This is an optimization exercise on Yosys and OpenROAD, whose aim is small area, a short achievable clock period and few clock cycles per item, not a production implementation. Only simulation tests tie the RTL to the original design; equivalence was not proved.

## JK
==> flow/design.v (excerpt) <==
module Reconstructor(
    input enable,
    input CLK,
    input reset,
    input [7:0]height,
    input [7:0]width,
    input Vector_sig,
    input [7:0]mv_x,
    input [7:0]addr_x,
    input [7:0]mv_y,
    input [7:0]addr_y,
    output Nxt_block_sig,
    input [1:0]data_type,
    output [15:0]Tindex,
    input [5:0]pdi,
    output [15:0]index,
    output we,
    output [8:0]datax_out,
    output [8:0]datay_out,
    output [5:0]pdo
    );
For scale: roughly 610 cells after synthesis, about 60 flip-flops, ~5700 um^2 of cells after synthesis.
export LEC_CHECK = 0
export ABC_CLOCK_PERIOD_IN_PS = 6000
export CAP_MARGIN = 20
export CORE_MARGIN = 2
export CORE_UTILIZATION = 40
export CTS_BUF_LIST = sky130_fd_sc_hd__clkbuf_8
export CTS_CLUSTER_SIZE = 30
export PLACE_DENSITY = 0.6
export SLEW_MARGIN = 20
create_clock -name core_clock -period 11.0 [get_ports {CLK}]
standard.sh (not shown) runs the stock make flow with config.mk's settings and CLKGATE_MAP_FILE= SYNTH_SCRIPT=/design/flow/synth_recipe.tcl, a recipe that flattens the netlist after the stock synthesis.
==> flow/flow/run.sh <==
#!/bin/bash
# Standard layout, with every port buffered by sky130_fd_sc_hd__buf_1, a
# clock tree of clkbuf_8 without dummy loads, and timing repair aiming at
# 5.3 ns of setup slack.
set -euo pipefail
export BUFFER_PORTS_ARGS="-buffer_cell sky130_fd_sc_hd__buf_1"
export CTS_ARGS="-sink_clustering_enable -repair_clock_nets -dont_use_dummy_load -buf_list sky130_fd_sc_hd__clkbuf_8 -sink_clustering_size 30 -sink_clustering_max_diameter 150"
export SETUP_SLACK_MARGIN=5.3
bash standard.sh > standard.log 2>&1
Testbench counts of JK, summed over its fixed seeds: cycles 37,693, vectors 5,350.
Inputs modified between JK and MS:
- setting SETUP_SLACK_MARGIN to 4.7 for the first time
==> flow/flow/run.sh <==
#!/bin/bash
# Standard layout, with every port buffered by sky130_fd_sc_hd__buf_1 and a
# clock tree of clkbuf_8 without dummy loads.
set -euo pipefail
export BUFFER_PORTS_ARGS="-buffer_cell sky130_fd_sc_hd__buf_1"
export CTS_ARGS="-sink_clustering_enable -repair_clock_nets -dont_use_dummy_load -buf_list sky130_fd_sc_hd__clkbuf_8 -sink_clustering_size 30 -sink_clustering_max_diameter 150"
bash standard.sh > standard.log 2>&1
--- outcome ---
MS finished every step from synthesis to the final layout, and the layout passed the timing, design-rule and antenna checks. On final critical delay including setup and external delays, the lower figure sits with JK, not MS. The timing endpoint of the critical path comes out N[15] in one run and Nxt_block_sig in the other, namely in MS and JK respectively. Overall via count from detail_route went down by a few percent going from JK to MS. Amount of wire on met2 after detailed routing: MS lower than JK.
[inputs] AL vs MS
- PLACE_DENSITY changed from 0.6 to 0.75
- SETUP_SLACK_MARGIN changed from 4.7 to 5
- CORE_UTILIZATION changed from 40 to 55
## What came out
- Worst hold path cell count came out exactly the same in AL and MS.
- Compared with MS, in AL sequential share of cell area stayed essentially flat, utilization after layout increased by 16 points relative to the old numbers, cell count after placement shrank by about 5%.


Reconstructor, a different RTL version from the one above (not shown whole).
For scale: about 660 cells after synthesis, about 63 flip-flops, about 6200 um^2 of cells after synthesis.
==> flow/config.mk <==
export PLATFORM = sky130hd
export DESIGN_NAME = Reconstructor
export DESIGN_NICKNAME = Reconstructor
export VERILOG_FILES = /design/flow/design.v
export SDC_FILE = /design/flow/constraint.sdc
export NUM_CORES = 4
export LEC_CHECK = 0
export ABC_CLOCK_PERIOD_IN_PS = 6000
export CAP_MARGIN = 20
export CORE_MARGIN = 2
export CORE_UTILIZATION = 40
export CTS_BUF_LIST = sky130_fd_sc_hd__clkbuf_8
export CTS_CLUSTER_SIZE = 30
export PLACE_DENSITY = 0.6
export SETUP_SLACK_MARGIN = 4
export SLEW_MARGIN = 20
==> flow/constraint.sdc <==
create_clock -name core_clock -period 11.0 [get_ports {CLK}]
set_input_delay 2.2000 -clock core_clock [delete_from_list [all_inputs] [get_ports {CLK}]]
set_output_delay 2.2000 -clock core_clock [all_outputs]
set_load 0.01 [all_outputs]
==> flow/flow/run.sh <==
#!/bin/bash
# Standard layout, with every port buffered by sky130_fd_sc_hd__buf_1.
set -euo pipefail
export BUFFER_PORTS_ARGS="-buffer_cell sky130_fd_sc_hd__buf_1"
bash standard.sh > standard.log 2>&1
The first run ran to the end with no violations.
Testbench counts at the start, summed over its fixed seeds: cycles 37,029, vectors 5,350.
Change:
ABC_CLOCK_PERIOD_IN_PS = 4500   (was 6000)
SETUP_SLACK_MARGIN = 5   (was 4)
Result: The changed run completed with no timing, DRC or antenna violations. Final area is higher by 18%. Area after synthesis does not change.
Change:
ABC_CLOCK_PERIOD_IN_PS = 6000   (was 4500)
SETUP_SLACK_MARGIN = 4.5   (was 5)
Sequential share of layout area rose by 2.8 points.
Final cell count drops by 4.6%.
Wire length drops by 11%.
Cell area drops by 13%.
Hold slack is worse by 6.6 ps.
Critical path depth climbs by 5.
Change:
SETUP_SLACK_MARGIN = 5   (was 4.5)
=>
- The new run finished with timing, DRC and antenna clean
- routed wire length climbs by roughly a tenth
- via count is higher by a few percent
- worst setup slack is better by 250 ps
- non-clock buffer count came out higher by 46
- critical path depth fell by 5
Change:
ABC_CLOCK_PERIOD_IN_PS = default   (was 6000)
SETUP_SLACK_MARGIN = 4.5   (was 5)
What happened:
- critical path depth rises by 5
- final cell count falls by 4.6%
- via count falls by about 5%
- die area does not change
- cell area falls by 13%
- global-route usage falls by 1.0 points
- worst setup slack got worse by 250 ps
- register-to-register slack got worse by 230 ps
- area after synthesis is unchanged


== run A ==
Reconstructor, a different RTL version from the one above (not shown whole).
Size in the first run: roughly 590 cells after synthesis, ~120 I/O pins.
Settings: LEC_CHECK=0, ABC_CLOCK_PERIOD_IN_PS=6000, CAP_MARGIN=20, CORE_MARGIN=2, CORE_UTILIZATION=40, CTS_BUF_LIST=sky130_fd_sc_hd__clkbuf_8, CTS_CLUSTER_SIZE=30, PLACE_DENSITY=0.6, SETUP_SLACK_MARGIN=4.9, SLEW_MARGIN=20, TNS_END_PERCENT=5; clock period 11.0 ns.
==> flow/flow/run.sh <==
#!/bin/bash
# Standard layout, with every port buffered by sky130_fd_sc_hd__buf_1 and a
# clock tree of clkbuf_8 without dummy loads.
set -euo pipefail
export BUFFER_PORTS_ARGS="-buffer_cell sky130_fd_sc_hd__buf_1"
export CTS_ARGS="-sink_clustering_enable -repair_clock_nets -dont_use_dummy_load -buf_list sky130_fd_sc_hd__clkbuf_8 -sink_clustering_size 30 -sink_clustering_max_diameter 150"
bash standard.sh > standard.log 2>&1
Testbench counts of run A, summed over its fixed seeds: cycles 37,693, vectors 5,350.
Input changes introduced in run B (baseline for comparison: run A):
# run A
export LEC_CHECK = 0
export ABC_CLOCK_PERIOD_IN_PS = 6000
export CAP_MARGIN = 20
export CORE_MARGIN = 2
export CORE_UTILIZATION = 40
export CTS_BUF_LIST = sky130_fd_sc_hd__clkbuf_8
export CTS_CLUSTER_SIZE = 30
export PLACE_DENSITY = 0.6
export SETUP_SLACK_MARGIN = 4.9
export SLEW_MARGIN = 20
export TNS_END_PERCENT = 5
create_clock -name core_clock -period 11.0 [get_ports {CLK}]
# run B
export LEC_CHECK = 0
export ABC_CLOCK_PERIOD_IN_PS = 6000
export CAP_MARGIN = 20
export CORE_MARGIN = 2
export CORE_UTILIZATION = 40
export CTS_BUF_LIST = sky130_fd_sc_hd__clkbuf_8
export CTS_CLUSTER_SIZE = 30
export PLACE_DENSITY = 0.6
export SETUP_SLACK_MARGIN = 4.5
export SLEW_MARGIN = 20
create_clock -name core_clock -period 11.0 [get_ports {CLK}]
Notes after the runs:
Run B vs. run A: detailed placement HPWL fell by about 0.5%.
Run B and run A ended up with nearly the same clock-pin slew on the worst setup and hold paths.
Run A: done, clean on timing, DRC and antenna
The final layout from run B, which completed every stage, passed the timing, design-rule and antenna checks at the end of the flow.
Summary of run B over run A: wire length lower, final core utilization shows a reduction of 0.52 points.
Run B ended up with in -> reg as its critical path class; run A ended up with in -> out.
Looking at source of the critical timing path, the pdi[1] result is from run A; the addr_y[0] one comes from run B.
Summary of run B over run A: relative area change from synthesis to final layout dropped 1.3 points; final-stage net count barely changed.
Relative to run B, the following input files were edited for run C:
# run B
export LEC_CHECK = 0
export ABC_CLOCK_PERIOD_IN_PS = 6000
export CAP_MARGIN = 20
export CORE_MARGIN = 2
export CORE_UTILIZATION = 40
export CTS_BUF_LIST = sky130_fd_sc_hd__clkbuf_8
export CTS_CLUSTER_SIZE = 30
export PLACE_DENSITY = 0.6
export SETUP_SLACK_MARGIN = 4.5
export SLEW_MARGIN = 20
create_clock -name core_clock -period 11.0 [get_ports {CLK}]
# run C
export LEC_CHECK = 0
export ABC_AREA = 1
export CAP_MARGIN = 20
export CORE_MARGIN = 2
export CORE_UTILIZATION = 40
export CTS_BUF_LIST = sky130_fd_sc_hd__clkbuf_8
export CTS_CLUSTER_SIZE = 30
export PLACE_DENSITY = 0.6
export SETUP_SLACK_MARGIN = 4.9
export SLEW_MARGIN = 20
create_clock -name core_clock -period 11.0 [get_ports {CLK}]
Results
Proportion of synthesized area in mux cells was higher in run B than in run C.
There was hardly any difference in parity-gate share of the synthesized area counting xor and xnor cells between run C and run B.
Setup slack in run C is larger than in run B.
Via count (run C vs. run B) increases by a few percent
Relative to run B, count of instances resized after the clock tree is built has gone up in run C.
From run B to run C the numbers moved as follows: share of the core filled with cells now sits higher; register-to-register slack decreased 0.09 ns.
The total wire length after detailed routing in run C sits 5.8% above the value recorded for run B.
Depth of the worst register-to-register path, run C and run B, lower one = run B.
Changes in run D relative to run C:
# run C
export LEC_CHECK = 0
export ABC_AREA = 1
export CAP_MARGIN = 20
export CORE_MARGIN = 2
export CORE_UTILIZATION = 40
export CTS_BUF_LIST = sky130_fd_sc_hd__clkbuf_8
export CTS_CLUSTER_SIZE = 30
export PLACE_DENSITY = 0.6
export SETUP_SLACK_MARGIN = 4.9
export SLEW_MARGIN = 20
create_clock -name core_clock -period 11.0 [get_ports {CLK}]
# run D
export LEC_CHECK = 0
export ABC_CLOCK_PERIOD_IN_PS = 6000
export CAP_MARGIN = 20
export CORE_MARGIN = 2
export CORE_UTILIZATION = 40
export CTS_BUF_LIST = sky130_fd_sc_hd__clkbuf_8
export CTS_CLUSTER_SIZE = 30
export PLACE_DENSITY = 0.6
export SETUP_SLACK_MARGIN = 4.9
export SLEW_MARGIN = 20
create_clock -name core_clock -period 11.0 [get_ports {CLK}]
### Flow results
From run C to run D the numbers moved as follows: maximum frequency dropped about 0.34%; transition time of the tightest slew-check pin rose 0.22 ns.

[static timing again, ports no longer ideal]
No port has a modelled driver above. Below, the same layouts with a new extraction and two added sets of constraints.
Step 1, drivers: a clkbuf_16 drives CLK and a buf_2 each remaining input, both assumed.
Step 2 times the ports against the registers' clock, not the clock port: input delays grow and output delays shrink by t, the midpoint of the rising clock arrivals with the driver on.
Three values: ideal ports, drivers, drivers and shift; two values: the first two.
run | t, ns | setup slack, ns | hold WS [ns] | worst register clock-pin slew, ns | worst slew at a driven data input, ns
JK | 0.392 | 5.344 / 5.320 / 4.958 | 0.442 / 0.442 / 0.442 | 0.08 / 0.08 | 0.06
MS | 0.388 | 4.922 / 4.937 / 4.549 | 0.443 / 0.443 / 0.443 | 0.07 / 0.07 | 0.06
AL | 0.381 | 5.154 / 5.169 / 4.788 | 0.468 / 0.468 / 0.468 | 0.07 / 0.07 | 0.05
the first run of note 2 | 0.375 | 4.331 / 4.336 / 3.961 | 0.466 / 0.466 / 0.466 | 0.08 / 0.08 | 0.04
the second run of note 2 | 0.389 | 4.916 / 4.892 / 4.567 | 0.463 / 0.463 / 0.463 | 0.07 / 0.07 | 0.05
the third run of note 2 | 0.373 | 4.670 / 4.668 / 4.295 | 0.456 / 0.456 / 0.456 | 0.08 / 0.08 | 0.05
the fourth run of note 2 | 0.389 | 4.916 / 4.892 / 4.567 | 0.463 / 0.463 / 0.463 | 0.07 / 0.07 | 0.05
the fifth run of note 2 | 0.373 | 4.670 / 4.668 / 4.295 | 0.456 / 0.456 / 0.456 | 0.08 / 0.08 | 0.05
run A | 0.389 | 5.023 / 5.000 / 4.678 | 0.498 / 0.498 / 0.498 | 0.07 / 0.07 | 0.05
run B | 0.384 | 4.830 / 4.841 / 4.457 | 0.498 / 0.498 / 0.498 | 0.08 / 0.08 | 0.04
run C | 0.388 | 5.080 / 5.086 / 4.699 | 0.388 / 0.388 / 0.388 | 0.07 / 0.07 | 0.05
run D | 0.388 | 5.060 / 5.045 / 4.689 | 0.492 / 0.492 / 0.492 | 0.07 / 0.07 | 0.05
After both steps setup and hold are still met in every run listed. The setup slack of JK, which loses most, moves by -0.024 ns with the drivers and by -0.386 ns with both steps.
